Source: an optimization exercise on an open RTL-to-GDS flow (aim: small area, a short achievable clock period and few clock cycles). Production flows keep margins and buffers that such runs may drop.
No functional check of the RTL was part of any run shown here.

==> design/flow/design.v <==
module csa_fa (
    input  a,
    input  b,
    input  c,
    output s,
    output co
);
assign s  = a ^ b ^ c;
assign co = (a & b) | (a & c) | (b & c);
endmodule
module csa_ha (
    input  a,
    input  b,
    output s,
    output co
);
assign s  = a ^ b;
assign co = a & b;
endmodule
module csa_fax (
    input  a,
    input  b,
    input  c,
    output s,
    output co
);
logic x;
assign x  = a ^ b;
assign s  = x ^ c;
assign co = x ? c : a;
endmodule
module sparse_mac_top
#(
    parameter int NUM_DECODERS = 2,
    parameter int VALUE_W = 16,
    parameter int INDEX_W = 16,
    parameter int DECODER_FIFO_DEPTH = 16,
    parameter int ACCUM_W = 32
)
(
    input mac_clk,
    input mac_rst,
    input [NUM_DECODERS-1:0] sram_valid_i,
    output [NUM_DECODERS-1:0] sram_ready_o,
    input [NUM_DECODERS*(1+VALUE_W+INDEX_W)-1:0] sram_data_i,
    output mac_valid_o,
    output [ACCUM_W-1:0] mac_data_o
);
localparam int DATA_W = 1 + VALUE_W + INDEX_W;
logic [INDEX_W-1:0] skip0, skip1;
logic [VALUE_W-1:0] val0, val1;
logic in_done0, in_done1;
assign {in_done0, val0, skip0} = sram_data_i[0 +: DATA_W];
assign {in_done1, val1, skip1} = sram_data_i[DATA_W +: DATA_W];
logic hv0, hv1;               
logic hd0, hd1;               
logic [VALUE_W-1:0] hval0;
logic [7:0] b_one, b_two, b_neg;    
logic b_top;                        
logic [INDEX_W:0] diff;       
logic [31:0] acc_s, acc_c;    
logic [31:0] res;             
logic mq;                     
logic fin, both, d_zero, d_neg, pop0, pop1, match, take0, take1;
assign fin    = (hv0 & hd0) | (hv1 & hd1);
assign both   = hv0 & hv1 & ~fin;
assign d_zero = (diff == '0);
assign d_neg  = diff[INDEX_W];
assign pop0   = both & ~d_neg;
assign pop1   = both & (d_neg | d_zero);
assign match  = both & d_zero;
assign sram_ready_o[0] = ~fin & (~hv0 | pop0);
assign sram_ready_o[1] = ~fin & (~hv1 | pop1);
assign take0 = sram_valid_i[0] & sram_ready_o[0];
assign take1 = sram_valid_i[1] & sram_ready_o[1];
logic [INDEX_W:0] s1x, n0x, c10, c01, c11, x11, y11;
assign s1x = {1'b0, skip1};
assign n0x = ~{1'b0, skip0};                  
assign c10 = diff + s1x + 1'b1;
assign c01 = diff + n0x;
assign x11 = diff ^ s1x ^ n0x;
assign y11 = {(diff[INDEX_W-1:0] & s1x[INDEX_W-1:0]) | (diff[INDEX_W-1:0] & n0x[INDEX_W-1:0])
              | (s1x[INDEX_W-1:0] & n0x[INDEX_W-1:0]), 1'b1};
assign c11 = x11 + y11;
logic [7:0] e_one, e_two, e_neg;
always_comb begin
    for (int j = 0; j < 8; j++) begin
        logic hi, mid, lo;
        hi  = val1[2*j+1];
        mid = val1[2*j];
        lo  = (j == 0) ? 1'b0 : val1[2*j-1];
        e_one[j] = mid ^ lo;
        e_two[j] = (hi & ~mid & ~lo) | (~hi & mid & lo);
        e_neg[j] = hi;
    end
end
logic [16:0] bpp [8];
logic [15:0] bpp8;
always_comb begin
    for (int j = 0; j < 8; j++)
        for (int i = 0; i < 17; i++)
            bpp[j][i] = ((b_one[j] & ((i < 16) ? hval0[i] : 1'b0))
                       | (b_two[j] & ((i > 0) ? hval0[i-1] : 1'b0))) ^ b_neg[j];
    for (int i = 0; i < 16; i++)
        bpp8[i] = b_top & hval0[i];
end
logic [31:0] tree_s, tree_c;
logic mt_0, mt_1, mt_2, mt_3, mt_4, mt_5, mt_6, mt_7, mt_8, mt_9, mt_10, mt_11;
logic mt_12, mt_13, mt_14, mt_15, mt_16, mt_17, mt_18, mt_19, mt_20, mt_21, mt_22, mt_23;
logic mt_24, mt_25, mt_26, mt_27, mt_28, mt_29, mt_30, mt_31, mt_32, mt_33, mt_34, mt_35;
logic mt_36, mt_37, mt_38, mt_39, mt_40, mt_41, mt_42, mt_43, mt_44, mt_45, mt_46, mt_47;
logic mt_48, mt_49, mt_50, mt_51, mt_52, mt_53, mt_54, mt_55, mt_56, mt_57, mt_58, mt_59;
logic mt_60, mt_61, mt_62, mt_63, mt_64, mt_65, mt_66, mt_67, mt_68, mt_69, mt_70, mt_71;
logic mt_72, mt_73, mt_74, mt_75, mt_76, mt_77, mt_78, mt_79, mt_80, mt_81, mt_82, mt_83;
logic mt_84, mt_85, mt_86, mt_87, mt_88, mt_89, mt_90, mt_91, mt_92, mt_93, mt_94, mt_95;
logic mt_96, mt_97, mt_98, mt_99, mt_100, mt_101, mt_102, mt_103, mt_104, mt_105, mt_106, mt_107;
logic mt_108, mt_109, mt_110, mt_111, mt_112, mt_113, mt_114, mt_115, mt_116, mt_117, mt_118, mt_119;
logic mt_120, mt_121, mt_122, mt_123, mt_124, mt_125, mt_126, mt_127, mt_128, mt_129, mt_130, mt_131;
logic mt_132, mt_133, mt_134, mt_135, mt_136, mt_137, mt_138, mt_139, mt_140, mt_141, mt_142, mt_143;
logic mt_144, mt_145, mt_146, mt_147, mt_148, mt_149, mt_150, mt_151, mt_152, mt_153, mt_154, mt_155;
logic mt_156, mt_157, mt_158, mt_159, mt_160, mt_161, mt_162, mt_163, mt_164, mt_165, mt_166, mt_167;
logic mt_168, mt_169, mt_170, mt_171, mt_172, mt_173, mt_174, mt_175, mt_176, mt_177, mt_178, mt_179;
logic mt_180, mt_181, mt_182, mt_183, mt_184, mt_185, mt_186, mt_187, mt_188, mt_189, mt_190, mt_191;
logic mt_192, mt_193, mt_194, mt_195, mt_196, mt_197, mt_198, mt_199, mt_200, mt_201, mt_202, mt_203;
logic mt_204, mt_205, mt_206, mt_207, mt_208, mt_209, mt_210, mt_211, mt_212, mt_213, mt_214, mt_215;
logic mt_216, mt_217, mt_218, mt_219, mt_220, mt_221, mt_222, mt_223, mt_224, mt_225, mt_226, mt_227;
logic mt_228, mt_229, mt_230, mt_231, mt_232, mt_233, mt_234, mt_235, mt_236, mt_237, mt_238, mt_239;
logic mt_240, mt_241, mt_242, mt_243, mt_244, mt_245, mt_246, mt_247, mt_248, mt_249, mt_250, mt_251;
logic mt_252, mt_253, mt_254, mt_255, mt_256, mt_257, mt_258, mt_259, mt_260, mt_261, mt_262, mt_263;
logic mt_264, mt_265, mt_266, mt_267, mt_268, mt_269, mt_270, mt_271, mt_272, mt_273, mt_274, mt_275;
logic mt_276, mt_277, mt_278, mt_279, mt_280, mt_281, mt_282, mt_283, mt_284, mt_285, mt_286, mt_287;
logic mt_288, mt_289, mt_290, mt_291, mt_292, mt_293, mt_294, mt_295, mt_296, mt_297, mt_298, mt_299;
logic mt_300, mt_301, mt_302, mt_303, mt_304, mt_305, mt_306, mt_307, mt_308, mt_309, mt_310, mt_311;
logic mt_312, mt_313, mt_314, mt_315, mt_316, mt_317, mt_318, mt_319, mt_320, mt_321, mt_322, mt_323;
logic mt_324, mt_325, mt_326, mt_327, mt_328, mt_329, mt_330, mt_331, mt_332, mt_333, mt_334, mt_335;
logic mt_336, mt_337, mt_338, mt_339, mt_340, mt_341, mt_342, mt_343, mt_344, mt_345, mt_346, mt_347;
logic mt_348, mt_349, mt_350, mt_351, mt_352, mt_353, mt_354, mt_355, mt_356, mt_357, mt_358, mt_359;
logic mt_360, mt_361, mt_362, mt_363, mt_364, mt_365, mt_366, mt_367, mt_368, mt_369, mt_370, mt_371;
logic mt_372, mt_373, mt_374, mt_375, mt_376, mt_377, mt_378, mt_379, mt_380, mt_381, mt_382, mt_383;
logic mt_384, mt_385, mt_386, mt_387, mt_388, mt_389, mt_390, mt_391;
csa_ha u_mt_0 (.a(acc_s[12]), .b(acc_c[12]), .s(mt_0), .co(mt_1));
csa_ha u_mt_2 (.a(acc_s[13]), .b(acc_c[13]), .s(mt_2), .co(mt_3));
csa_fa u_mt_4 (.a(acc_s[14]), .b(acc_c[14]), .c(bpp[0][14]), .s(mt_4), .co(mt_5));
csa_ha u_mt_6 (.a(bpp[1][12]), .b(bpp[2][10]), .s(mt_6), .co(mt_7));
csa_fa u_mt_8 (.a(acc_s[15]), .b(acc_c[15]), .c(bpp[0][15]), .s(mt_8), .co(mt_9));
csa_ha u_mt_10 (.a(bpp[1][13]), .b(bpp[2][11]), .s(mt_10), .co(mt_11));
csa_fa u_mt_12 (.a(acc_s[16]), .b(acc_c[16]), .c(bpp[0][16]), .s(mt_12), .co(mt_13));
csa_fa u_mt_14 (.a(bpp[1][14]), .b(bpp[2][12]), .c(bpp[3][10]), .s(mt_14), .co(mt_15));
csa_fa u_mt_16 (.a(acc_s[17]), .b(acc_c[17]), .c(b_neg[0]), .s(mt_16), .co(mt_17));
csa_fa u_mt_18 (.a(bpp[1][15]), .b(bpp[2][13]), .c(bpp[3][11]), .s(mt_18), .co(mt_19));
csa_fa u_mt_20 (.a(acc_s[18]), .b(acc_c[18]), .c(b_neg[0]), .s(mt_20), .co(mt_21));
csa_fa u_mt_22 (.a(bpp[1][16]), .b(bpp[2][14]), .c(bpp[3][12]), .s(mt_22), .co(mt_23));
csa_fa u_mt_24 (.a(acc_s[19]), .b(acc_c[19]), .c(~b_neg[0]), .s(mt_24), .co(mt_25));
csa_fa u_mt_26 (.a(~b_neg[1]), .b(bpp[2][15]), .c(bpp[3][13]), .s(mt_26), .co(mt_27));
csa_fa u_mt_28 (.a(acc_s[20]), .b(acc_c[20]), .c(1'b1), .s(mt_28), .co(mt_29));
csa_ha u_mt_30 (.a(bpp[2][16]), .b(bpp[3][14]), .s(mt_30), .co(mt_31));
csa_fa u_mt_32 (.a(acc_s[21]), .b(acc_c[21]), .c(~b_neg[2]), .s(mt_32), .co(mt_33));
csa_ha u_mt_34 (.a(acc_s[22]), .b(acc_c[22]), .s(mt_34), .co(mt_35));
csa_ha u_mt_36 (.a(acc_s[6]), .b(acc_c[6]), .s(mt_36), .co(mt_37));
csa_ha u_mt_38 (.a(acc_s[7]), .b(acc_c[7]), .s(mt_38), .co(mt_39));
csa_fa u_mt_40 (.a(acc_s[8]), .b(acc_c[8]), .c(bpp[0][8]), .s(mt_40), .co(mt_41));
csa_ha u_mt_42 (.a(bpp[1][6]), .b(bpp[2][4]), .s(mt_42), .co(mt_43));
csa_fa u_mt_44 (.a(acc_s[9]), .b(acc_c[9]), .c(bpp[0][9]), .s(mt_44), .co(mt_45));
csa_ha u_mt_46 (.a(bpp[1][7]), .b(bpp[2][5]), .s(mt_46), .co(mt_47));
csa_fa u_mt_48 (.a(acc_s[10]), .b(acc_c[10]), .c(bpp[0][10]), .s(mt_48), .co(mt_49));
csa_fa u_mt_50 (.a(bpp[1][8]), .b(bpp[2][6]), .c(bpp[3][4]), .s(mt_50), .co(mt_51));
csa_ha u_mt_52 (.a(bpp[4][2]), .b(bpp[5][0]), .s(mt_52), .co(mt_53));
csa_fa u_mt_54 (.a(acc_s[11]), .b(acc_c[11]), .c(bpp[0][11]), .s(mt_54), .co(mt_55));
csa_fa u_mt_56 (.a(bpp[1][9]), .b(bpp[2][7]), .c(bpp[3][5]), .s(mt_56), .co(mt_57));
csa_ha u_mt_58 (.a(bpp[4][3]), .b(bpp[5][1]), .s(mt_58), .co(mt_59));
csa_fa u_mt_60 (.a(bpp[0][12]), .b(bpp[1][10]), .c(bpp[2][8]), .s(mt_60), .co(mt_61));
csa_fa u_mt_62 (.a(bpp[3][6]), .b(bpp[4][4]), .c(bpp[5][2]), .s(mt_62), .co(mt_63));
csa_fa u_mt_64 (.a(bpp[6][0]), .b(b_neg[6]), .c(mt_0), .s(mt_64), .co(mt_65));
csa_fa u_mt_66 (.a(bpp[0][13]), .b(bpp[1][11]), .c(bpp[2][9]), .s(mt_66), .co(mt_67));
csa_fa u_mt_68 (.a(bpp[3][7]), .b(bpp[4][5]), .c(bpp[5][3]), .s(mt_68), .co(mt_69));
csa_fa u_mt_70 (.a(bpp[6][1]), .b(mt_2), .c(mt_1), .s(mt_70), .co(mt_71));
csa_fa u_mt_72 (.a(bpp[3][8]), .b(bpp[4][6]), .c(bpp[5][4]), .s(mt_72), .co(mt_73));
csa_fa u_mt_74 (.a(bpp[6][2]), .b(bpp[7][0]), .c(b_neg[7]), .s(mt_74), .co(mt_75));
csa_fa u_mt_76 (.a(mt_4), .b(mt_6), .c(mt_3), .s(mt_76), .co(mt_77));
csa_fa u_mt_78 (.a(bpp[3][9]), .b(bpp[4][7]), .c(bpp[5][5]), .s(mt_78), .co(mt_79));
csa_fa u_mt_80 (.a(bpp[6][3]), .b(bpp[7][1]), .c(mt_8), .s(mt_80), .co(mt_81));
csa_fa u_mt_82 (.a(mt_10), .b(mt_5), .c(mt_7), .s(mt_82), .co(mt_83));
csa_fa u_mt_84 (.a(bpp[4][8]), .b(bpp[5][6]), .c(bpp[6][4]), .s(mt_84), .co(mt_85));
csa_fa u_mt_86 (.a(bpp[7][2]), .b(bpp8[0]), .c(mt_12), .s(mt_86), .co(mt_87));
csa_fa u_mt_88 (.a(mt_14), .b(mt_9), .c(mt_11), .s(mt_88), .co(mt_89));
csa_fa u_mt_90 (.a(bpp[4][9]), .b(bpp[5][7]), .c(bpp[6][5]), .s(mt_90), .co(mt_91));
csa_fa u_mt_92 (.a(bpp[7][3]), .b(bpp8[1]), .c(mt_16), .s(mt_92), .co(mt_93));
csa_fa u_mt_94 (.a(mt_18), .b(mt_13), .c(mt_15), .s(mt_94), .co(mt_95));
csa_fa u_mt_96 (.a(bpp[4][10]), .b(bpp[5][8]), .c(bpp[6][6]), .s(mt_96), .co(mt_97));
csa_fa u_mt_98 (.a(bpp[7][4]), .b(bpp8[2]), .c(mt_20), .s(mt_98), .co(mt_99));
csa_fa u_mt_100 (.a(mt_22), .b(mt_17), .c(mt_19), .s(mt_100), .co(mt_101));
csa_fa u_mt_102 (.a(bpp[4][11]), .b(bpp[5][9]), .c(bpp[6][7]), .s(mt_102), .co(mt_103));
csa_fa u_mt_104 (.a(bpp[7][5]), .b(bpp8[3]), .c(mt_24), .s(mt_104), .co(mt_105));
csa_fa u_mt_106 (.a(mt_26), .b(mt_21), .c(mt_23), .s(mt_106), .co(mt_107));
csa_fa u_mt_108 (.a(bpp[4][12]), .b(bpp[5][10]), .c(bpp[6][8]), .s(mt_108), .co(mt_109));
csa_fa u_mt_110 (.a(bpp[7][6]), .b(bpp8[4]), .c(mt_28), .s(mt_110), .co(mt_111));
csa_fa u_mt_112 (.a(mt_30), .b(mt_25), .c(mt_27), .s(mt_112), .co(mt_113));
csa_fa u_mt_114 (.a(bpp[3][15]), .b(bpp[4][13]), .c(bpp[5][11]), .s(mt_114), .co(mt_115));
csa_fa u_mt_116 (.a(bpp[6][9]), .b(bpp[7][7]), .c(bpp8[5]), .s(mt_116), .co(mt_117));
csa_fa u_mt_118 (.a(mt_32), .b(mt_29), .c(mt_31), .s(mt_118), .co(mt_119));
csa_fa u_mt_120 (.a(1'b1), .b(bpp[3][16]), .c(bpp[4][14]), .s(mt_120), .co(mt_121));
csa_fa u_mt_122 (.a(bpp[5][12]), .b(bpp[6][10]), .c(bpp[7][8]), .s(mt_122), .co(mt_123));
csa_fa u_mt_124 (.a(bpp8[6]), .b(mt_34), .c(mt_33), .s(mt_124), .co(mt_125));
csa_fa u_mt_126 (.a(acc_s[23]), .b(acc_c[23]), .c(~b_neg[3]), .s(mt_126), .co(mt_127));
csa_fa u_mt_128 (.a(bpp[4][15]), .b(bpp[5][13]), .c(bpp[6][11]), .s(mt_128), .co(mt_129));
csa_fa u_mt_130 (.a(bpp[7][9]), .b(bpp8[7]), .c(mt_35), .s(mt_130), .co(mt_131));
csa_fa u_mt_132 (.a(acc_s[24]), .b(acc_c[24]), .c(1'b1), .s(mt_132), .co(mt_133));
csa_fa u_mt_134 (.a(bpp[4][16]), .b(bpp[5][14]), .c(bpp[6][12]), .s(mt_134), .co(mt_135));
csa_ha u_mt_136 (.a(bpp[7][10]), .b(bpp8[8]), .s(mt_136), .co(mt_137));
csa_fa u_mt_138 (.a(acc_s[25]), .b(acc_c[25]), .c(~b_neg[4]), .s(mt_138), .co(mt_139));
csa_fa u_mt_140 (.a(bpp[5][15]), .b(bpp[6][13]), .c(bpp[7][11]), .s(mt_140), .co(mt_141));
csa_fa u_mt_142 (.a(acc_s[26]), .b(acc_c[26]), .c(1'b1), .s(mt_142), .co(mt_143));
csa_ha u_mt_144 (.a(bpp[5][16]), .b(bpp[6][14]), .s(mt_144), .co(mt_145));
csa_fa u_mt_146 (.a(acc_s[27]), .b(acc_c[27]), .c(~b_neg[5]), .s(mt_146), .co(mt_147));
csa_ha u_mt_148 (.a(acc_s[28]), .b(acc_c[28]), .s(mt_148), .co(mt_149));
csa_ha u_mt_150 (.a(acc_s[2]), .b(acc_c[2]), .s(mt_150), .co(mt_151));
csa_ha u_mt_152 (.a(acc_s[3]), .b(acc_c[3]), .s(mt_152), .co(mt_153));
csa_fa u_mt_154 (.a(acc_s[4]), .b(acc_c[4]), .c(bpp[0][4]), .s(mt_154), .co(mt_155));
csa_ha u_mt_156 (.a(bpp[1][2]), .b(bpp[2][0]), .s(mt_156), .co(mt_157));
csa_fa u_mt_158 (.a(acc_s[5]), .b(acc_c[5]), .c(bpp[0][5]), .s(mt_158), .co(mt_159));
csa_ha u_mt_160 (.a(bpp[1][3]), .b(bpp[2][1]), .s(mt_160), .co(mt_161));
csa_fa u_mt_162 (.a(bpp[0][6]), .b(bpp[1][4]), .c(bpp[2][2]), .s(mt_162), .co(mt_163));
csa_fa u_mt_164 (.a(bpp[3][0]), .b(b_neg[3]), .c(mt_36), .s(mt_164), .co(mt_165));
csa_fa u_mt_166 (.a(bpp[0][7]), .b(bpp[1][5]), .c(bpp[2][3]), .s(mt_166), .co(mt_167));
csa_fa u_mt_168 (.a(bpp[3][1]), .b(mt_38), .c(mt_37), .s(mt_168), .co(mt_169));
csa_fa u_mt_170 (.a(bpp[3][2]), .b(bpp[4][0]), .c(b_neg[4]), .s(mt_170), .co(mt_171));
csa_fa u_mt_172 (.a(mt_40), .b(mt_42), .c(mt_39), .s(mt_172), .co(mt_173));
csa_fa u_mt_174 (.a(bpp[3][3]), .b(bpp[4][1]), .c(mt_44), .s(mt_174), .co(mt_175));
csa_fa u_mt_176 (.a(mt_46), .b(mt_41), .c(mt_43), .s(mt_176), .co(mt_177));
csa_fa u_mt_178 (.a(b_neg[5]), .b(mt_48), .c(mt_50), .s(mt_178), .co(mt_179));
csa_fa u_mt_180 (.a(mt_52), .b(mt_45), .c(mt_47), .s(mt_180), .co(mt_181));
csa_fa u_mt_182 (.a(mt_54), .b(mt_56), .c(mt_58), .s(mt_182), .co(mt_183));
csa_fa u_mt_184 (.a(mt_49), .b(mt_51), .c(mt_53), .s(mt_184), .co(mt_185));
csa_fa u_mt_186 (.a(mt_60), .b(mt_62), .c(mt_64), .s(mt_186), .co(mt_187));
csa_fa u_mt_188 (.a(mt_55), .b(mt_57), .c(mt_59), .s(mt_188), .co(mt_189));
csa_fa u_mt_190 (.a(mt_66), .b(mt_68), .c(mt_70), .s(mt_190), .co(mt_191));
csa_fa u_mt_192 (.a(mt_61), .b(mt_63), .c(mt_65), .s(mt_192), .co(mt_193));
csa_fa u_mt_194 (.a(mt_72), .b(mt_74), .c(mt_76), .s(mt_194), .co(mt_195));
csa_fa u_mt_196 (.a(mt_67), .b(mt_69), .c(mt_71), .s(mt_196), .co(mt_197));
csa_fa u_mt_198 (.a(mt_78), .b(mt_80), .c(mt_82), .s(mt_198), .co(mt_199));
csa_fa u_mt_200 (.a(mt_73), .b(mt_75), .c(mt_77), .s(mt_200), .co(mt_201));
csa_fa u_mt_202 (.a(mt_84), .b(mt_86), .c(mt_88), .s(mt_202), .co(mt_203));
csa_fa u_mt_204 (.a(mt_79), .b(mt_81), .c(mt_83), .s(mt_204), .co(mt_205));
csa_fa u_mt_206 (.a(mt_90), .b(mt_92), .c(mt_94), .s(mt_206), .co(mt_207));
csa_fa u_mt_208 (.a(mt_85), .b(mt_87), .c(mt_89), .s(mt_208), .co(mt_209));
csa_fa u_mt_210 (.a(mt_96), .b(mt_98), .c(mt_100), .s(mt_210), .co(mt_211));
csa_fa u_mt_212 (.a(mt_91), .b(mt_93), .c(mt_95), .s(mt_212), .co(mt_213));
csa_fa u_mt_214 (.a(mt_102), .b(mt_104), .c(mt_106), .s(mt_214), .co(mt_215));
csa_fa u_mt_216 (.a(mt_97), .b(mt_99), .c(mt_101), .s(mt_216), .co(mt_217));
csa_fa u_mt_218 (.a(mt_108), .b(mt_110), .c(mt_112), .s(mt_218), .co(mt_219));
csa_fa u_mt_220 (.a(mt_103), .b(mt_105), .c(mt_107), .s(mt_220), .co(mt_221));
csa_fa u_mt_222 (.a(mt_114), .b(mt_116), .c(mt_118), .s(mt_222), .co(mt_223));
csa_fa u_mt_224 (.a(mt_109), .b(mt_111), .c(mt_113), .s(mt_224), .co(mt_225));
csa_fa u_mt_226 (.a(mt_120), .b(mt_122), .c(mt_124), .s(mt_226), .co(mt_227));
csa_fa u_mt_228 (.a(mt_115), .b(mt_117), .c(mt_119), .s(mt_228), .co(mt_229));
csa_fa u_mt_230 (.a(mt_126), .b(mt_128), .c(mt_130), .s(mt_230), .co(mt_231));
csa_fa u_mt_232 (.a(mt_121), .b(mt_123), .c(mt_125), .s(mt_232), .co(mt_233));
csa_fa u_mt_234 (.a(mt_132), .b(mt_134), .c(mt_136), .s(mt_234), .co(mt_235));
csa_fa u_mt_236 (.a(mt_127), .b(mt_129), .c(mt_131), .s(mt_236), .co(mt_237));
csa_fa u_mt_238 (.a(bpp8[9]), .b(mt_138), .c(mt_140), .s(mt_238), .co(mt_239));
csa_fa u_mt_240 (.a(mt_133), .b(mt_135), .c(mt_137), .s(mt_240), .co(mt_241));
csa_fa u_mt_242 (.a(bpp[7][12]), .b(bpp8[10]), .c(mt_142), .s(mt_242), .co(mt_243));
csa_fa u_mt_244 (.a(mt_144), .b(mt_139), .c(mt_141), .s(mt_244), .co(mt_245));
csa_fa u_mt_246 (.a(bpp[6][15]), .b(bpp[7][13]), .c(bpp8[11]), .s(mt_246), .co(mt_247));
csa_fa u_mt_248 (.a(mt_146), .b(mt_143), .c(mt_145), .s(mt_248), .co(mt_249));
csa_fa u_mt_250 (.a(1'b1), .b(bpp[6][16]), .c(bpp[7][14]), .s(mt_250), .co(mt_251));
csa_fa u_mt_252 (.a(bpp8[12]), .b(mt_148), .c(mt_147), .s(mt_252), .co(mt_253));
csa_fa u_mt_254 (.a(acc_s[29]), .b(acc_c[29]), .c(~b_neg[6]), .s(mt_254), .co(mt_255));
csa_fa u_mt_256 (.a(bpp[7][15]), .b(bpp8[13]), .c(mt_149), .s(mt_256), .co(mt_257));
csa_fa u_mt_258 (.a(acc_s[30]), .b(acc_c[30]), .c(1'b1), .s(mt_258), .co(mt_259));
csa_ha u_mt_260 (.a(bpp[7][16]), .b(bpp8[14]), .s(mt_260), .co(mt_261));
csa_fa u_mt_262 (.a(acc_s[31]), .b(acc_c[31]), .c(~b_neg[7]), .s(mt_262), .co(mt_263));
csa_ha u_mt_264 (.a(acc_s[0]), .b(acc_c[0]), .s(mt_264), .co(mt_265));
csa_ha u_mt_266 (.a(acc_s[1]), .b(acc_c[1]), .s(mt_266), .co(mt_267));
csa_fa u_mt_268 (.a(bpp[0][2]), .b(bpp[1][0]), .c(b_neg[1]), .s(mt_268), .co(mt_269));
csa_fa u_mt_270 (.a(bpp[0][3]), .b(bpp[1][1]), .c(mt_152), .s(mt_270), .co(mt_271));
csa_fa u_mt_272 (.a(b_neg[2]), .b(mt_154), .c(mt_156), .s(mt_272), .co(mt_273));
csa_fa u_mt_274 (.a(mt_158), .b(mt_160), .c(mt_155), .s(mt_274), .co(mt_275));
csa_fa u_mt_276 (.a(mt_162), .b(mt_164), .c(mt_159), .s(mt_276), .co(mt_277));
csa_fa u_mt_278 (.a(mt_166), .b(mt_168), .c(mt_163), .s(mt_278), .co(mt_279));
csa_fa u_mt_280 (.a(mt_170), .b(mt_172), .c(mt_167), .s(mt_280), .co(mt_281));
csa_fa u_mt_282 (.a(mt_174), .b(mt_176), .c(mt_171), .s(mt_282), .co(mt_283));
csa_fa u_mt_284 (.a(mt_178), .b(mt_180), .c(mt_175), .s(mt_284), .co(mt_285));
csa_fa u_mt_286 (.a(mt_182), .b(mt_184), .c(mt_179), .s(mt_286), .co(mt_287));
csa_fa u_mt_288 (.a(mt_186), .b(mt_188), .c(mt_183), .s(mt_288), .co(mt_289));
csa_fa u_mt_290 (.a(mt_190), .b(mt_192), .c(mt_187), .s(mt_290), .co(mt_291));
csa_fa u_mt_292 (.a(mt_194), .b(mt_196), .c(mt_191), .s(mt_292), .co(mt_293));
csa_fa u_mt_294 (.a(mt_198), .b(mt_200), .c(mt_195), .s(mt_294), .co(mt_295));
csa_fa u_mt_296 (.a(mt_202), .b(mt_204), .c(mt_199), .s(mt_296), .co(mt_297));
csa_fa u_mt_298 (.a(mt_206), .b(mt_208), .c(mt_203), .s(mt_298), .co(mt_299));
csa_fa u_mt_300 (.a(mt_210), .b(mt_212), .c(mt_207), .s(mt_300), .co(mt_301));
csa_fa u_mt_302 (.a(mt_214), .b(mt_216), .c(mt_211), .s(mt_302), .co(mt_303));
csa_fa u_mt_304 (.a(mt_218), .b(mt_220), .c(mt_215), .s(mt_304), .co(mt_305));
csa_fa u_mt_306 (.a(mt_222), .b(mt_224), .c(mt_219), .s(mt_306), .co(mt_307));
csa_fa u_mt_308 (.a(mt_226), .b(mt_228), .c(mt_223), .s(mt_308), .co(mt_309));
csa_fa u_mt_310 (.a(mt_230), .b(mt_232), .c(mt_227), .s(mt_310), .co(mt_311));
csa_fa u_mt_312 (.a(mt_234), .b(mt_236), .c(mt_231), .s(mt_312), .co(mt_313));
csa_fa u_mt_314 (.a(mt_238), .b(mt_240), .c(mt_235), .s(mt_314), .co(mt_315));
csa_fa u_mt_316 (.a(mt_242), .b(mt_244), .c(mt_239), .s(mt_316), .co(mt_317));
csa_fa u_mt_318 (.a(mt_246), .b(mt_248), .c(mt_243), .s(mt_318), .co(mt_319));
csa_fa u_mt_320 (.a(mt_250), .b(mt_252), .c(mt_247), .s(mt_320), .co(mt_321));
csa_fa u_mt_322 (.a(mt_254), .b(mt_256), .c(mt_251), .s(mt_322), .co(mt_323));
csa_fa u_mt_324 (.a(mt_258), .b(mt_260), .c(mt_255), .s(mt_324), .co(mt_325));
csa_fa u_mt_326 (.a(bpp8[15]), .b(mt_262), .c(mt_259), .s(mt_326), .co(mt_327));
csa_ha u_mt_328 (.a(bpp[0][0]), .b(b_neg[0]), .s(mt_328), .co(mt_329));
csa_fa u_mt_330 (.a(bpp[0][1]), .b(mt_266), .c(mt_265), .s(mt_330), .co(mt_331));
csa_fa u_mt_332 (.a(mt_150), .b(mt_268), .c(mt_267), .s(mt_332), .co(mt_333));
csa_fa u_mt_334 (.a(mt_151), .b(mt_270), .c(mt_269), .s(mt_334), .co(mt_335));
csa_fa u_mt_336 (.a(mt_153), .b(mt_272), .c(mt_271), .s(mt_336), .co(mt_337));
csa_fa u_mt_338 (.a(mt_157), .b(mt_274), .c(mt_273), .s(mt_338), .co(mt_339));
csa_fa u_mt_340 (.a(mt_161), .b(mt_276), .c(mt_275), .s(mt_340), .co(mt_341));
csa_fa u_mt_342 (.a(mt_165), .b(mt_278), .c(mt_277), .s(mt_342), .co(mt_343));
csa_fa u_mt_344 (.a(mt_169), .b(mt_280), .c(mt_279), .s(mt_344), .co(mt_345));
csa_fa u_mt_346 (.a(mt_173), .b(mt_282), .c(mt_281), .s(mt_346), .co(mt_347));
csa_fa u_mt_348 (.a(mt_177), .b(mt_284), .c(mt_283), .s(mt_348), .co(mt_349));
csa_fa u_mt_350 (.a(mt_181), .b(mt_286), .c(mt_285), .s(mt_350), .co(mt_351));
csa_fa u_mt_352 (.a(mt_185), .b(mt_288), .c(mt_287), .s(mt_352), .co(mt_353));
csa_fa u_mt_354 (.a(mt_189), .b(mt_290), .c(mt_289), .s(mt_354), .co(mt_355));
csa_fa u_mt_356 (.a(mt_193), .b(mt_292), .c(mt_291), .s(mt_356), .co(mt_357));
csa_fa u_mt_358 (.a(mt_197), .b(mt_294), .c(mt_293), .s(mt_358), .co(mt_359));
csa_fa u_mt_360 (.a(mt_201), .b(mt_296), .c(mt_295), .s(mt_360), .co(mt_361));
csa_fa u_mt_362 (.a(mt_205), .b(mt_298), .c(mt_297), .s(mt_362), .co(mt_363));
csa_fa u_mt_364 (.a(mt_209), .b(mt_300), .c(mt_299), .s(mt_364), .co(mt_365));
csa_fa u_mt_366 (.a(mt_213), .b(mt_302), .c(mt_301), .s(mt_366), .co(mt_367));
csa_fa u_mt_368 (.a(mt_217), .b(mt_304), .c(mt_303), .s(mt_368), .co(mt_369));
csa_fa u_mt_370 (.a(mt_221), .b(mt_306), .c(mt_305), .s(mt_370), .co(mt_371));
csa_fa u_mt_372 (.a(mt_225), .b(mt_308), .c(mt_307), .s(mt_372), .co(mt_373));
csa_fa u_mt_374 (.a(mt_229), .b(mt_310), .c(mt_309), .s(mt_374), .co(mt_375));
csa_fa u_mt_376 (.a(mt_233), .b(mt_312), .c(mt_311), .s(mt_376), .co(mt_377));
csa_fa u_mt_378 (.a(mt_237), .b(mt_314), .c(mt_313), .s(mt_378), .co(mt_379));
csa_fa u_mt_380 (.a(mt_241), .b(mt_316), .c(mt_315), .s(mt_380), .co(mt_381));
csa_fa u_mt_382 (.a(mt_245), .b(mt_318), .c(mt_317), .s(mt_382), .co(mt_383));
csa_fa u_mt_384 (.a(mt_249), .b(mt_320), .c(mt_319), .s(mt_384), .co(mt_385));
csa_fa u_mt_386 (.a(mt_253), .b(mt_322), .c(mt_321), .s(mt_386), .co(mt_387));
csa_fa u_mt_388 (.a(mt_257), .b(mt_324), .c(mt_323), .s(mt_388), .co(mt_389));
csa_fa u_mt_390 (.a(mt_261), .b(mt_326), .c(mt_325), .s(mt_390), .co(mt_391));
assign tree_s[0] = mt_264;
assign tree_c[0] = mt_328;
assign tree_s[1] = mt_330;
assign tree_c[1] = mt_329;
assign tree_s[2] = mt_332;
assign tree_c[2] = mt_331;
assign tree_s[3] = mt_334;
assign tree_c[3] = mt_333;
assign tree_s[4] = mt_336;
assign tree_c[4] = mt_335;
assign tree_s[5] = mt_338;
assign tree_c[5] = mt_337;
assign tree_s[6] = mt_340;
assign tree_c[6] = mt_339;
assign tree_s[7] = mt_342;
assign tree_c[7] = mt_341;
assign tree_s[8] = mt_344;
assign tree_c[8] = mt_343;
assign tree_s[9] = mt_346;
assign tree_c[9] = mt_345;
assign tree_s[10] = mt_348;
assign tree_c[10] = mt_347;
assign tree_s[11] = mt_350;
assign tree_c[11] = mt_349;
assign tree_s[12] = mt_352;
assign tree_c[12] = mt_351;
assign tree_s[13] = mt_354;
assign tree_c[13] = mt_353;
assign tree_s[14] = mt_356;
assign tree_c[14] = mt_355;
assign tree_s[15] = mt_358;
assign tree_c[15] = mt_357;
assign tree_s[16] = mt_360;
assign tree_c[16] = mt_359;
assign tree_s[17] = mt_362;
assign tree_c[17] = mt_361;
assign tree_s[18] = mt_364;
assign tree_c[18] = mt_363;
assign tree_s[19] = mt_366;
assign tree_c[19] = mt_365;
assign tree_s[20] = mt_368;
assign tree_c[20] = mt_367;
assign tree_s[21] = mt_370;
assign tree_c[21] = mt_369;
assign tree_s[22] = mt_372;
assign tree_c[22] = mt_371;
assign tree_s[23] = mt_374;
assign tree_c[23] = mt_373;
assign tree_s[24] = mt_376;
assign tree_c[24] = mt_375;
assign tree_s[25] = mt_378;
assign tree_c[25] = mt_377;
assign tree_s[26] = mt_380;
assign tree_c[26] = mt_379;
assign tree_s[27] = mt_382;
assign tree_c[27] = mt_381;
assign tree_s[28] = mt_384;
assign tree_c[28] = mt_383;
assign tree_s[29] = mt_386;
assign tree_c[29] = mt_385;
assign tree_s[30] = mt_388;
assign tree_c[30] = mt_387;
assign tree_s[31] = mt_390;
assign tree_c[31] = mt_389;
always_ff @(posedge mac_clk or negedge mac_rst) begin
    if (~mac_rst) begin
        hval0 <= '0;
        b_one <= '0;
        b_two <= '0;
        b_neg <= '0;
        b_top <= 1'b0;
        hv0   <= 1'b0;
        hv1   <= 1'b0;
        diff  <= '0;
        acc_s <= '0;
        acc_c <= '0;
        mq    <= 1'b0;
    end else begin
        hv0 <= take0 | (hv0 & ~pop0);
        hv1 <= take1 | (hv1 & ~pop1);
        case ({take1, take0})
            2'b00: diff <= diff;
            2'b01: diff <= c01;
            2'b10: diff <= c10;
            2'b11: diff <= c11;
        endcase
        mq <= match;
        if (take0) hval0 <= val0;
        if (take1) begin
            b_one <= e_one;
            b_two <= e_two;
            b_neg <= e_neg;
            b_top <= val1[15];
        end
        if (match) begin
            acc_s <= tree_s;
            acc_c <= tree_c;
        end
    end
end
always_ff @(posedge mac_clk) begin
    res <= acc_s + acc_c;
    if (take0) hd0 <= in_done0;
    if (take1) hd1 <= in_done1;
end
assign mac_valid_o = fin & ~mq;
assign mac_data_o  = res;
endmodule
==> design/flow/run.sh <==
#!/bin/bash
# synth_recipe.tcl (not shown) runs the flow's synth.tcl, then flattens the netlist and writes it again
# the make line also repeats each setting of config.mk as NAME=value (left out here)
make -C /OpenROAD-flow-scripts/flow DESIGN_CONFIG=/design/flow/config.mk WORK_HOME=/design/flow/orfs CLKGATE_MAP_FILE= SYNTH_SCRIPT=/design/flow/synth_recipe.tcl finish
==> design/flow/config.mk <==
export PLATFORM = sky130hd
export DESIGN_NAME = sparse_mac_top
export DESIGN_NICKNAME = sparse_mac_top
export VERILOG_FILES = /design/flow/design.v
export SDC_FILE = /design/flow/constraint.sdc
export NUM_CORES = 4
export LEC_CHECK = 0
export CAP_MARGIN = 20
export CORE_MARGIN = 2
export CORE_UTILIZATION = 40
export SETUP_SLACK_MARGIN = 3.0
export SLEW_MARGIN = 20
export SYNTH_HIERARCHICAL = 1
==> design/flow/constraint.sdc <==
create_clock -name core_clock -period 7.0 [get_ports {mac_clk}]
set_input_delay 1.4000 -clock core_clock [delete_from_list [all_inputs] [get_ports {mac_clk}]]
set_output_delay 1.4000 -clock core_clock [all_outputs]
set_load 0.01 [all_outputs]
==> flow_results.xml, run 1 <==
<?xml version="1.0" encoding="UTF-8"?>
<metrics>
  <group name="clock_tree">
    <metric name="cts-buffers-inserted" unit="">17</metric>
    <metric name="htree_num_levels" unit="">4</metric>
    <metric name="worst_setup_hold_path_clk_slew" unit="ps">80</metric>
    <metric name="skew_pair_late_insertion_delay" unit="ps">450</metric>
    <metric name="tritoncts" unit="">done</metric>
    <metric name="clockRootBuffer" unit="">sky130_fd_sc_hd__clkbuf_16</metric>
    <metric name="cts_sinks" unit="">158</metric>
    <metric name="cts_hold_repair.buffers" unit="">0</metric>
    <metric name="cts_max_path_buffers" unit="">2</metric>
  </group>
  <group name="timing">
    <metric name="rsz0062_at_grt" unit="">no</metric>
    <metric name="setup-violations-final" unit="">0</metric>
    <metric name="timing.fmax" unit="MHz">252</metric>
    <metric name="timing.clock.skew" unit="ps">13.8</metric>
    <metric name="postLayoutSetupSlackWorst" unit="ps">3020</metric>
    <metric name="worstMarginPinSlew" unit="ps">1080</metric>
    <metric name="relSlewSlack" unit="%">28.1</metric>
    <metric name="period_share" unit="%">56.8</metric>
    <metric name="final_critical_path_required_period" unit="ps">3980</metric>
    <metric name="final.setup.tns" unit="ps">0</metric>
    <metric name="report.final.hold_viol_count" unit="">0</metric>
    <metric name="final_slew_violations" unit="">0</metric>
  </group>
  <group name="yosys">
    <metric name="synthMuxAreaShare" unit="%">5.19</metric>
    <metric name="ys_async_sr_fraction" unit="%">78.5</metric>
    <metric name="synthSimpleGateAreaFrac" unit="%">8.52</metric>
    <metric name="synthesized_area_per_cell" unit="µm²">10.1</metric>
    <metric name="yosys.area.top_type" unit="">sky130_fd_sc_hd__fa_1</metric>
    <metric name="synthesis_stage_register_bit_count" unit="">158</metric>
    <metric name="synthAdderAreaFrac" unit="%">31.3</metric>
    <metric name="synth_top_cells_by_area" unit="">sky130_fd_sc_hd__fa_1 24%, sky130_fd_sc_hd__dfrtp_1 19%, sky130_fd_sc_hd__xnor2_1 10%</metric>
    <metric name="synth_area" unit="µm²">16400</metric>
    <metric name="synth_xor_xnor_area_share" unit="%">10.8</metric>
    <metric name="postSynthCellCount" unit="">1622</metric>
    <metric name="synth.most_common_cell" unit="">sky130_fd_sc_hd__fa_1</metric>
    <metric name="synthesized_area_fraction_occupied_by_ao_oa_aoi_and_oai_cells" unit="%">15.8</metric>
    <metric name="synth-warning-count" unit="">9</metric>
    <metric name="synth-edff-count" unit="">2</metric>
    <metric name="synth_seq_area_share" unit="%">23.2</metric>
    <metric name="synth.cells.most_frequent" unit="">193 x sky130_fd_sc_hd__fa_1, 188 x sky130_fd_sc_hd__xnor2_1, 124 x sky130_fd_sc_hd__dfrtp_1</metric>
    <metric name="ys_types" unit="">68</metric>
    <metric name="synth_top_family_by_area" unit="">adder cells</metric>
    <metric name="postSynth.topFlopCell" unit="">sky130_fd_sc_hd__dfrtp_1</metric>
    <metric name="synth_top_area_share" unit="%">23.6</metric>
  </group>
  <group name="critical_path">
    <metric name="timing.critical_path.fanout_max" unit="">8</metric>
    <metric name="worst_setup_path_end_kind" unit="">flip-flop</metric>
    <metric name="critPathArrivalTime" unit="ps">4300</metric>
    <metric name="cp-start-kind" unit="">flip-flop</metric>
    <metric name="ff2ff_setup_slack" unit="ps">3020</metric>
    <metric name="worstPathRequired" unit="ps">7330</metric>
    <metric name="timing.setup.critical_path_class" unit="">flip-flop to flip-flop</metric>
  </group>
  <group name="route">
    <metric name="initialDrtViolationCount" unit="">849</metric>
    <metric name="post-route-drc-count" unit="">0</metric>
    <metric name="avgViaCountPerCell" unit="">5.50</metric>
    <metric name="antenna_violating_nets_post_route" unit="">0</metric>
    <metric name="detailroute.via_count" unit="">12500</metric>
    <metric name="drt-pass1-iter-count" unit="">5</metric>
    <metric name="postRouteWirelength" unit="mm">42.9</metric>
    <metric name="wl_per_cell" unit="µm">18.9</metric>
  </group>
  <group name="layout">
    <metric name="post_layout_nonfiller_instances" unit="">2271</metric>
    <metric name="multi_input_comb_area" unit="µm²">12100</metric>
    <metric name="layout-area-overhead-vs-synth" unit="%">18.4</metric>
    <metric name="final_design_area_no_fill" unit="µm²">19400</metric>
    <metric name="area_occupied_by_registers" unit="µm²">3860</metric>
    <metric name="layout-drive-gt1-share" unit="%">14.4</metric>
    <metric name="nNetsFinal" unit="">2086</metric>
    <metric name="fillers" unit="">3747</metric>
  </group>
  <group name="global_route">
    <metric name="number_of_global_route_vias_before_repair" unit="">13000</metric>
    <metric name="antenna_found_initial" unit="">4</metric>
    <metric name="grt_first_pass_wirelength" unit="mm">69.1</metric>
    <metric name="grt_util_all_layers" unit="%">20.7</metric>
    <metric name="maximum_number_of_pins_on_one_net_before_global_route_repair" unit="">65</metric>
    <metric name="globalRoute.totalOverflow" unit="">0</metric>
  </group>
  <group name="status">
    <metric name="status" unit="">finished clean</metric>
  </group>
  <group name="die">
    <metric name="fp-row-count" unit="">74</metric>
    <metric name="dieWidth" unit="µm">206</metric>
    <metric name="floorplan.die.height" unit="µm">206</metric>
    <metric name="floorplan.initialDensity" unit="%">40.3</metric>
    <metric name="floorplan.die_area" unit="µm²">42600</metric>
    <metric name="core" unit="µm²">40600</metric>
    <metric name="top_level_ports" unit="">105</metric>
  </group>
  <group name="placement">
    <metric name="port_buffers" unit="">104</metric>
    <metric name="routability_congestion" unit="">0.873</metric>
    <metric name="hpwl" unit="mm">31.3</metric>
    <metric name="detailedPlace.worstSlack" unit="ps">2180</metric>
    <metric name="detailed_place.area" unit="µm²">17800</metric>
    <metric name="place_inst" unit="">2162</metric>
  </group>
  <group name="min_path">
    <metric name="hold_path.class" unit="">flip-flop to flip-flop</metric>
  </group>
  <group name="job">
    <metric name="max_cap_viol_count" unit="">0</metric>
  </group>
</metrics>
==> cell type report <==
| cell class | count | share of cell area, % |
|---|---|---|
| well taps | 532 | 3.43 |
| repair buffers | 185 | 8.95 |
| clock buffers | 17 | 2.19 |
| clock inverters | 15 | 1.09 |
| flip-flops and latches | 158 | 19.9 |
| inverters | 114 | 2.21 |
| diodes | 4 | 0.0516 |
| multi-input cells | 1246 | 62.2 |
==> cell families after synthesis <==
group / Yosys count
AO/OA/AOI/OAI: 376
XOR/XNOR: 202
buffers and inverters: 223
multiplexers: 72
AND/OR/NAND/NOR: 296
adder cells (fa/ha/maj): 294
flip-flops: 158
other: 1
==> worst max-delay path: stages, from the launching register on <==
cell	delay, ps
sky130_fd_sc_hd__dfrtp_2	460
sky130_fd_sc_hd__nor4_4	320
sky130_fd_sc_hd__nand4_1	230
sky130_fd_sc_hd__buf_4	200
sky130_fd_sc_hd__buf_4	120
sky130_fd_sc_hd__buf_4	120
sky130_fd_sc_hd__buf_4	120
sky130_fd_sc_hd__buf_4	120
sky130_fd_sc_hd__buf_4	130
sky130_fd_sc_hd__buf_4	120
sky130_fd_sc_hd__buf_4	120
sky130_fd_sc_hd__buf_4	120
sky130_fd_sc_hd__buf_4	120
sky130_fd_sc_hd__buf_4	120
sky130_fd_sc_hd__buf_6	110
sky130_fd_sc_hd__buf_6	110
sky130_fd_sc_hd__buf_6	110
sky130_fd_sc_hd__nor4_4	330
sky130_fd_sc_hd__buf_6	250
sky130_fd_sc_hd__clkbuf_16	210
sky130_fd_sc_hd__mux2_4	310
==> worst paths after layout <==
| check | start | endpoint | depth (start not counted) |
|---|---|---|---|
| worst max-delay path | diff[8] | acc_s[17] | 20 |
| worst min-delay path | acc_c[0] | res[0] | 1 |
| worst max register to register | diff[8] | acc_s[17] | 20 |
| worst min register to register | acc_c[0] | res[0] | 1 |
| max in group asynchronous | mac_rst | b_one[3] | 2 |
| min in group asynchronous | mac_rst | acc_s[4] | 1 |
==> timing repair <==
item,in CTS,in global routing
pin swaps,9,32
endpoints found under the setup margin,28,73
gates cloned,0,6
resized for setup,41,105
buffers inserted,19,48
==> per-module statistics from Yosys, one instance, submodules excluded <==
module          cells  flops+latches  times used  cell area, µm²
csa_ha              1              0          23            12.5
sparse_mac_top   1426            158           1           12600
csa_fa              1              0         173            20.0
==> metrics by stage <==
stage	utilization, %	hold slack, ps
2_1_floorplan	-	481
3_3_place_gp	43.7	515
3_5_place_dp	43.7	517
4_1_cts	45.9	533
5_1_grt	47.7	548
6_report	47.7	525
==> flip-flops by register name, summed over array words and instances, names as in the netlist <==
register / cells
res: 32
b_neg: 7
b_top: 1
hd0: 1
hv0: 1
b_one: 8
acc_c: 32
acc_s: 32
hv1: 1
hval0: 16
b_two: 8
diff: 17
hd1: 1
mq: 1
==> cells in the final DEF, fill, tap and decap left out, types with 10 or more instances in the layout <==
cell,Yosys,final
sky130_fd_sc_hd__a211oi_1,13,12
sky130_fd_sc_hd__nor3_1,14,14
sky130_fd_sc_hd__clkdlybuf4s50_1,0,86
sky130_fd_sc_hd__nand3b_1,10,10
sky130_fd_sc_hd__clkbuf_16,0,20
sky130_fd_sc_hd__nand2_1,123,123
sky130_fd_sc_hd__a31oi_1,20,19
sky130_fd_sc_hd__o21ai_1,27,27
sky130_fd_sc_hd__dfrtp_1,124,99
sky130_fd_sc_hd__o21a_1,13,13
sky130_fd_sc_hd__buf_4,0,67
sky130_fd_sc_hd__and2_1,19,19
sky130_fd_sc_hd__nor2_1,63,63
sky130_fd_sc_hd__mux2_4,0,13
sky130_fd_sc_hd__xnor2_1,188,187
sky130_fd_sc_hd__a22oi_1,122,118
sky130_fd_sc_hd__fa_1,193,189
sky130_fd_sc_hd__dfrtp_4,0,12
sky130_fd_sc_hd__dfxtp_1,32,32
sky130_fd_sc_hd__ha_1,101,92
sky130_fd_sc_hd__a21oi_1,61,59
sky130_fd_sc_hd__o21ai_0,32,30
sky130_fd_sc_hd__dfrtp_2,0,13
sky130_fd_sc_hd__xor2_1,14,14
sky130_fd_sc_hd__inv_1,112,103
sky130_fd_sc_hd__nand3_1,14,14
sky130_fd_sc_hd__inv_2,2,11
sky130_fd_sc_hd__mux2_1,26,24
sky130_fd_sc_hd__a21o_1,30,30
sky130_fd_sc_hd__mux2_2,37,26
==> metal layers <==
metal | GRT usage [%] | share of wire (%) | up-vias
met1 | 27.5 | 44 | 6314
met2 | 34.5 | 48 | 353
li1 | - | - | 5767
met3 | 3.69 | 4.9 | 50
met5 | 0 | 0 | -
met4 | 5.79 | 2.3 | 0
==> run 2: changes to the inputs <==
--- a/design/flow/config.mk
+++ b/design/flow/config.mk
@@ -8,6 +8,6 @@
 export CAP_MARGIN = 20
 export CORE_MARGIN = 2
 export CORE_UTILIZATION = 40
-export SETUP_SLACK_MARGIN = 3.0
+export SETUP_SLACK_MARGIN = 3.3
 export SLEW_MARGIN = 20
 export SYNTH_HIERARCHICAL = 1
==> run 2 against run 1 <==
- hold slack got worse by 20 ps
- count of clock-buffer cells in the layout increased by 3
- register-to-register slack improved by 170 ps
- worst setup slack improved by 170 ps
- critical path depth decreased by 11
- critical endpoint is now acc_s[19]
- largest cell class unchanged
==> flow_results.xml, run 2 <==
<?xml version="1.0" encoding="UTF-8"?>
<metrics>
  <group name="status">
    <metric name="status" unit="">finished clean</metric>
  </group>
  <group name="critical_path">
    <metric name="worst_r2r_endpoint" unit="">acc_s[19]</metric>
    <metric name="cp-start-kind" unit="">flip-flop</metric>
    <metric name="ff2ff_setup_slack" unit="ps">3190</metric>
    <metric name="critPathArrivalTime" unit="ps">4140</metric>
    <metric name="r2r_cells" unit="">9</metric>
    <metric name="worst_setup_path_end_kind" unit="">flip-flop</metric>
    <metric name="worst_r2r_startpoint" unit="">hval0[13]</metric>
    <metric name="timing.critical_path.fanout_max" unit="">4</metric>
    <metric name="worstPathRequired" unit="ps">7330</metric>
    <metric name="timing.setup.critical_path_class" unit="">flip-flop to flip-flop</metric>
  </group>
  <group name="global_route">
    <metric name="use_met1" unit="%">28.6</metric>
    <metric name="grt_util_all_layers" unit="%">20.7</metric>
    <metric name="globalRoute.totalOverflow" unit="">0</metric>
    <metric name="grt.met3_usage" unit="%">3.22</metric>
    <metric name="maximum_number_of_pins_on_one_net_before_global_route_repair" unit="">71</metric>
    <metric name="antenna_found_initial" unit="">4</metric>
    <metric name="grt_first_pass_wirelength" unit="mm">69.3</metric>
    <metric name="grt_most_used_layer" unit="">met2</metric>
    <metric name="groute.layer.met2.usage" unit="%">34.0</metric>
    <metric name="number_of_global_route_vias_before_repair" unit="">12800</metric>
  </group>
  <group name="die">
    <metric name="fp-row-count" unit="">74</metric>
    <metric name="floorplan.initialDensity" unit="%">40.3</metric>
    <metric name="top_level_ports" unit="">105</metric>
    <metric name="core" unit="µm²">40600</metric>
    <metric name="dieWidth" unit="µm">206</metric>
    <metric name="floorplan.die_area" unit="µm²">42600</metric>
    <metric name="floorplan.die.height" unit="µm">206</metric>
  </group>
  <group name="timing">
    <metric name="period_share" unit="%">54.4</metric>
    <metric name="report.final.hold_viol_count" unit="">0</metric>
    <metric name="relSlewSlack" unit="%">34.1</metric>
    <metric name="worstMarginPinSlew" unit="ps">989</metric>
    <metric name="final.setup.tns" unit="ps">0</metric>
    <metric name="final_critical_path_required_period" unit="ps">3810</metric>
    <metric name="final_slew_violations" unit="">0</metric>
    <metric name="setup-violations-final" unit="">0</metric>
    <metric name="timing.clock.skew" unit="ps">18.1</metric>
    <metric name="rsz0062_at_grt" unit="">yes</metric>
    <metric name="timing.fmax" unit="MHz">263</metric>
  </group>
  <group name="layout">
    <metric name="layout-drive-gt1-share" unit="%">16.1</metric>
    <metric name="fin_util" unit="%">47.6</metric>
    <metric name="top_regs" unit="">acc_c x32, acc_s x32, res x32</metric>
    <metric name="layout_common_cells" unit="">183 x sky130_fd_sc_hd__xnor2_1, 178 x sky130_fd_sc_hd__fa_1, 123 x sky130_fd_sc_hd__nand2_1</metric>
    <metric name="layout-area-overhead-vs-synth" unit="%">18.1</metric>
    <metric name="mostFrequentLayoutCell" unit="">sky130_fd_sc_hd__xnor2_1</metric>
    <metric name="fillers" unit="">3707</metric>
    <metric name="nNetsFinal" unit="">2066</metric>
  </group>
  <group name="min_path">
    <metric name="min_to" unit="">hval0[11]</metric>
    <metric name="hold_path.class" unit="">flip-flop to flip-flop</metric>
    <metric name="worst_hold_path_depth" unit="">2</metric>
    <metric name="worst_hold_startpoint" unit="">hval0[11]</metric>
  </group>
  <group name="clock_tree">
    <metric name="clockRootBuffer" unit="">sky130_fd_sc_hd__clkbuf_16</metric>
    <metric name="tritoncts" unit="">done</metric>
    <metric name="cts_sinks" unit="">158</metric>
    <metric name="cts_hold_repair.buffers" unit="">0</metric>
    <metric name="skew_pair_late_insertion_delay" unit="ps">450</metric>
    <metric name="worst_setup_hold_path_clk_slew" unit="ps">70</metric>
    <metric name="htree_num_levels" unit="">4</metric>
    <metric name="cts_max_path_buffers" unit="">2</metric>
    <metric name="cts-buffers-inserted" unit="">17</metric>
  </group>
  <group name="route">
    <metric name="drt-pass1-iter-count" unit="">7</metric>
    <metric name="wl_per_cell" unit="µm">18.4</metric>
    <metric name="detailroute.via_count" unit="">12500</metric>
    <metric name="antenna_violating_nets_post_route" unit="">0</metric>
    <metric name="post-route-drc-count" unit="">0</metric>
    <metric name="postRouteWirelength" unit="mm">41.5</metric>
    <metric name="initialDrtViolationCount" unit="">798</metric>
    <metric name="avgViaCountPerCell" unit="">5.55</metric>
  </group>
  <group name="placement">
    <metric name="hpwl" unit="mm">31.0</metric>
    <metric name="routability_congestion" unit="">0.864</metric>
    <metric name="port_buffers" unit="">104</metric>
  </group>
  <group name="yosys">
    <metric name="synth-edff-count" unit="">2</metric>
    <metric name="synth_seq_area_share" unit="%">23.2</metric>
    <metric name="synth_top_area_share" unit="%">23.6</metric>
    <metric name="synth.cells.most_frequent" unit="">193 x sky130_fd_sc_hd__fa_1, 188 x sky130_fd_sc_hd__xnor2_1, 124 x sky130_fd_sc_hd__dfrtp_1</metric>
    <metric name="synthesized_area_per_cell" unit="µm²">10.1</metric>
    <metric name="synth-warning-count" unit="">9</metric>
    <metric name="ys_async_sr_fraction" unit="%">78.5</metric>
    <metric name="ys_types" unit="">68</metric>
    <metric name="synth.most_common_cell" unit="">sky130_fd_sc_hd__fa_1</metric>
    <metric name="synthesis_stage_register_bit_count" unit="">158</metric>
    <metric name="synth_top_cells_by_area" unit="">sky130_fd_sc_hd__fa_1 24%, sky130_fd_sc_hd__dfrtp_1 19%, sky130_fd_sc_hd__xnor2_1 10%</metric>
    <metric name="yosys.area.top_type" unit="">sky130_fd_sc_hd__fa_1</metric>
    <metric name="postSynth.topFlopCell" unit="">sky130_fd_sc_hd__dfrtp_1</metric>
    <metric name="synth_area" unit="µm²">16400</metric>
    <metric name="postSynthCellCount" unit="">1622</metric>
  </group>
  <group name="job">
    <metric name="max_cap_viol_count" unit="">0</metric>
  </group>
</metrics>
[run 2: cell counts after synthesis]
No cell type changed its count.
[run 2: metrics by stage]
stage / hold WS [ps] / setup slack [ps] / cells / instance area, µm²
floorplan: 481 / 2920 / 1627 / 16500
global placement: 460 / 2230 / 2164 / 17900
detailed placement: 468 / 2180 / 2164 / 17900
CTS: 507 / 3170 / 2237 / 19100
global route: 524 / 3110 / 2250 / 19300
finish: 506 / 3190 / 2250 / 19300
[run 2: cell families (layout without fill, tap and decap cells)]
group	Yosys count	after routing	synth area share [%]
xor+xnor	202	202	10.8
buf+inv	223	310	5.15
fa+ha+maj	294	294	31.3
other cells	1	10	0.0229
mux	72	72	5.19
simple gates	296	296	8.53
compound gates	376	376	15.8
flops	158	158	23.2
[run 2: modules after synthesis, one instance, submodules excluded]
module          area, µm²  cells inside
csa_fa               20.0             1
sparse_mac_top      12600          1426
csa_ha               12.5             1
[run 2: per-layer routing]
metal / vias to the layer above / wire length (µm)
li1: 5733 / -
met3: 55 / 1960
met5: - / 0
met2: 333 / 20100
met1: 6360 / 18600
met4: 0 / 926
[run 2: worst max path at each step]
stage / from / endpoint / slack, ps / cells past startpoint
final: hval0[13] / acc_s[19] / 3190 / 9
after floorplan: sram_data_i[38] / diff[15] / 2920 / 11
after global placement: sram_data_i[38] / diff[16] / 2230 / 13
after global routing: hval0[14] / acc_s[14] / 3110 / 8
after CTS: sram_data_i[6] / diff[15] / 3170 / 11
after detailed placement: sram_data_i[34] / diff[15] / 2180 / 13
[run 2: repair_timing]
| action | in CTS | in global routing |
|---|---|---|
| buffers inserted | 42 | 9 |
| setup endpoints to repair | 46 | 42 |
| gates resized for setup | 137 | 54 |
| pin swaps | 44 | 45 |
[run 2: area by class of cell]
| type | instances | area [µm²] | area share (%) |
|---|---|---|---|
| tap | 532 | 666 | 3.44 |
| clock buffer | 20 | 467 | 2.41 |
| inverter | 114 | 430 | 2.23 |
| sequential | 158 | 3880 | 20.0 |
| timing repair buffer | 165 | 1520 | 7.85 |
| multi-input combinational | 1246 | 12200 | 63.0 |
| antenna | 4 | 10.0 | 0.0517 |
| clock inverter | 11 | 180 | 0.931 |
[run 2: worst max-delay path, cell delays in order, from the launching register on]
cell	delay, ps
sky130_fd_sc_hd__dfrtp_4	500
sky130_fd_sc_hd__buf_12	150
sky130_fd_sc_hd__a22oi_2	160
sky130_fd_sc_hd__xnor2_1	160
sky130_fd_sc_hd__fa_2	510
sky130_fd_sc_hd__fa_2	550
sky130_fd_sc_hd__fa_2	440
sky130_fd_sc_hd__fa_1	530
sky130_fd_sc_hd__fa_2	440
sky130_fd_sc_hd__mux2_2	260
==> run 3: changes to the inputs <==
--- a/design/flow/design.v
+++ b/design/flow/design.v
@@ -59,8 +59,6 @@
 logic b_top;                        
 logic [INDEX_W:0] diff;       
 logic [31:0] acc_s, acc_c;    
-logic [31:0] res;             
-logic mq;                     
 logic fin, both, d_zero, d_neg, pop0, pop1, match, take0, take1;
 assign fin    = (hv0 & hd0) | (hv1 & hd1);
 assign both   = hv0 & hv1 & ~fin;
@@ -410,7 +408,6 @@
         diff  <= '0;
         acc_s <= '0;
         acc_c <= '0;
-        mq    <= 1'b0;
     end else begin
         hv0 <= take0 | (hv0 & ~pop0);
         hv1 <= take1 | (hv1 & ~pop1);
@@ -420,7 +417,6 @@
             2'b10: diff <= c10;
             2'b11: diff <= c11;
         endcase
-        mq <= match;
         if (take0) hval0 <= val0;
         if (take1) begin
             b_one <= e_one;
@@ -435,10 +431,9 @@
     end
 end
 always_ff @(posedge mac_clk) begin
-    res <= acc_s + acc_c;
     if (take0) hd0 <= in_done0;
     if (take1) hd1 <= in_done1;
 end
-assign mac_valid_o = fin & ~mq;
-assign mac_data_o  = res;
+assign mac_valid_o = fin;
+assign mac_data_o  = acc_s + acc_c;
 endmodule
--- a/design/flow/config.mk
+++ b/design/flow/config.mk
@@ -8,6 +8,6 @@
 export CAP_MARGIN = 20
 export CORE_MARGIN = 2
 export CORE_UTILIZATION = 40
-export SETUP_SLACK_MARGIN = 3.3
+export SETUP_SLACK_MARGIN = 3.0
 export SLEW_MARGIN = 20
 export SYNTH_HIERARCHICAL = 1
==> run 3 against run 2 <==
- cell count decreased by 0.76%
- global-route usage up 0.17 points
- synthesized cell count decreased by 1.3%
- still clean on timing, DRC and antenna
- wire length grew 1.2%
- critical path depth is 2 higher
- first-iteration DRC count is 19% lower
- hold slack better by 13 ps
- utilization grew 0.91 points
- maximum frequency decreased by 15%
==> flow_results.xml, run 3 <==
<?xml version="1.0" encoding="UTF-8"?>
<metrics>
  <group name="global_route">
    <metric name="grt_util_all_layers" unit="%">20.9</metric>
    <metric name="maximum_number_of_pins_on_one_net_before_global_route_repair" unit="">68</metric>
    <metric name="antenna_found_initial" unit="">5</metric>
    <metric name="grt_first_pass_wirelength" unit="mm">68.2</metric>
  </group>
  <group name="timing">
    <metric name="relSlewSlack" unit="%">26.7</metric>
    <metric name="setup-violations-final" unit="">0</metric>
    <metric name="report.final.hold_viol_count" unit="">0</metric>
  </group>
  <group name="die">
    <metric name="dieWidth" unit="µm">203</metric>
    <metric name="floorplan.die_area" unit="µm²">41200</metric>
  </group>
  <group name="min_path">
    <metric name="hold_path.class" unit="">flip-flop to flip-flop</metric>
    <metric name="worst_hold_startpoint" unit="">diff[16]</metric>
  </group>
  <group name="critical_path">
    <metric name="worst_r2r_startpoint" unit="">hval0[8]</metric>
    <metric name="setup.worst_path.start" unit="">acc_s[9]</metric>
    <metric name="timing.critical_path.fanout_max" unit="">5</metric>
  </group>
  <group name="clock_tree">
    <metric name="tritoncts" unit="">done</metric>
    <metric name="worst_setup_hold_path_clk_slew" unit="ps">60</metric>
    <metric name="cts_hold_repair.buffers" unit="">0</metric>
  </group>
  <group name="yosys">
    <metric name="synthesized_area_per_cell" unit="µm²">9.88</metric>
    <metric name="synth-warning-count" unit="">9</metric>
    <metric name="postSynthCellCount" unit="">1601</metric>
    <metric name="ys_types" unit="">73</metric>
    <metric name="synthesis_stage_register_bit_count" unit="">125</metric>
    <metric name="synth_area" unit="µm²">15800</metric>
    <metric name="synth_top_area_share" unit="%">24.4</metric>
    <metric name="synth.most_common_cell" unit="">sky130_fd_sc_hd__fa_1</metric>
  </group>
  <group name="status">
    <metric name="status" unit="">finished clean</metric>
  </group>
  <group name="route">
    <metric name="antenna_violating_nets_post_route" unit="">0</metric>
    <metric name="drt-met1-wl" unit="mm">18.7</metric>
    <metric name="initialDrtViolationCount" unit="">647</metric>
  </group>
  <group name="placement">
    <metric name="routability_congestion" unit="">0.869</metric>
  </group>
  <group name="layout">
    <metric name="mostFrequentLayoutCell" unit="">sky130_fd_sc_hd__fa_1</metric>
    <metric name="layout-area-overhead-vs-synth" unit="%">19.0</metric>
    <metric name="area_occupied_by_registers" unit="µm²">3210</metric>
  </group>
</metrics>
## run 3: cell types whose count changed after synthesis, sizes merged, moves of 5 or more
cell | before | now
inv | 114 | 109
nand2 | 123 | 130
clkbuf | 78 | 85
o21a | 13 | 18
nor2b | 10 | 16
nor2 | 63 | 53
o21ai | 60 | 74
and3 | 3 | 9
a21o | 30 | 25
xnor2 | 188 | 175
xor2 | 14 | 20
dfxtp | 32 | 0
## run 3: cell families after synthesis
logic type	after synthesis	share of synthesized area, %
compound gates	388	16.8
simple gates	310	9.48
fa+ha+maj	294	32.4
buf+inv	221	5.67
xor+xnor	195	10.8
flops	125	19.8
mux	67	4.97
other cells	1	0.0237
## run 3: path summary, 6_finish.rpt
kind,endpoint,depth (start not counted),slack (ps)
setup / recovery,mac_data_o[28],11,2530
hold / removal,diff[16],1,520
setup reg to reg,acc_s[20],7,3080
hold reg to reg,diff[16],1,520
max in group asynchronous,b_two[2],2,4510
min in group asynchronous,acc_c[6],1,1060
## run 3: per-module statistics from Yosys (local to each module, per instance)
module,area (µm²),cells inside,times used
csa_fa,20.0,1,173
sparse_mac_top,12100,1405,1
csa_ha,12.5,1,23
## run 3: through the flow
step	hold WS, ps	worst slack, ps	instances
final	519	2530	2233
after global routing	528	2340	2231
after CTS	521	2460	2184
after detailed placement	490	2170	2123
after global placement	497	2190	2123
after floorplan	458	3040	1606
## run 3: worst max-delay path, cell delays in order, from the launching register on
cell	delay [ps]
sky130_fd_sc_hd__dfrtp_1	420
sky130_fd_sc_hd__ha_1	380
sky130_fd_sc_hd__a21oi_1	250
sky130_fd_sc_hd__nor2_1	110
sky130_fd_sc_hd__nor3_2	270
sky130_fd_sc_hd__a31oi_4	150
sky130_fd_sc_hd__o221ai_4	320
sky130_fd_sc_hd__a21oi_2	110
sky130_fd_sc_hd__buf_4	160
sky130_fd_sc_hd__a41oi_2	190
sky130_fd_sc_hd__xnor2_1	130
sky130_fd_sc_hd__buf_2	150
## run 3: layout make-up
type                            instances  area share [%]
Sequential cell                       125            17.0
Clock inverter                         15           0.778
Antenna cell                            3          0.0399
Multi-Input combinational cell       1260            65.8
Timing Repair Buffer                  186            8.43
Clock buffer                           17            2.26
Inverter                              109            2.21
Tap cell                              518            3.44
## run 3: layer usage
layer,GRT usage [%],up-vias
met5,0,-
met4,6.65,4
met3,3.58,66
met2,34.6,316
met1,28.0,6101
li1,-,5727
## run 3: what timing repair did
| item | CTS | global route |
|---|---|---|
| hold endpoints to repair | 0 | 0 |
| buffers inserted | 29 | 46 |
| gates cloned | 0 | 0 |
| pin swaps | 30 | 34 |
| resized for setup | 176 | 78 |
| setup endpoints to repair | 50 | 41 |

## re-timing with driven ports
Ports are ideal in the flow. The routed layouts listed here were re-timed in OpenROAD. Step 1 sets driving cells, clkbuf_16 on the clock port and buf_2 on the other inputs (assumed; they add their load-dependent delay and slew). Step 2 also shifts input and output timing later by t, the mid clock arrival at the registers, as if the neighbouring blocks saw the same clock. Slacks: ideal ports / drivers / drivers and shift; pairs: ideal ports / drivers.
run	t, ns	setup WS [ns]	worst hold slack (ns)	clock arrival spread, ns	worst slew at a driven data input, ns
run 1	0.499	3.025 / 3.025 / 2.596	0.525 / 0.525 / 0.525	0.014 / 0.014	0.09
run 2	0.492	3.191 / 3.191 / 2.704	0.506 / 0.506 / 0.506	0.018 / 0.018	0.09
run 3	0.478	2.530 / 2.479 / 2.651	0.519 / 0.519 / 0.519	0.008 / 0.008	0.08
After both steps setup and hold are still met in every run listed. The setup slack of run 2, which loses most, moves by 0.000 ns with the drivers and by -0.487 ns with both steps.
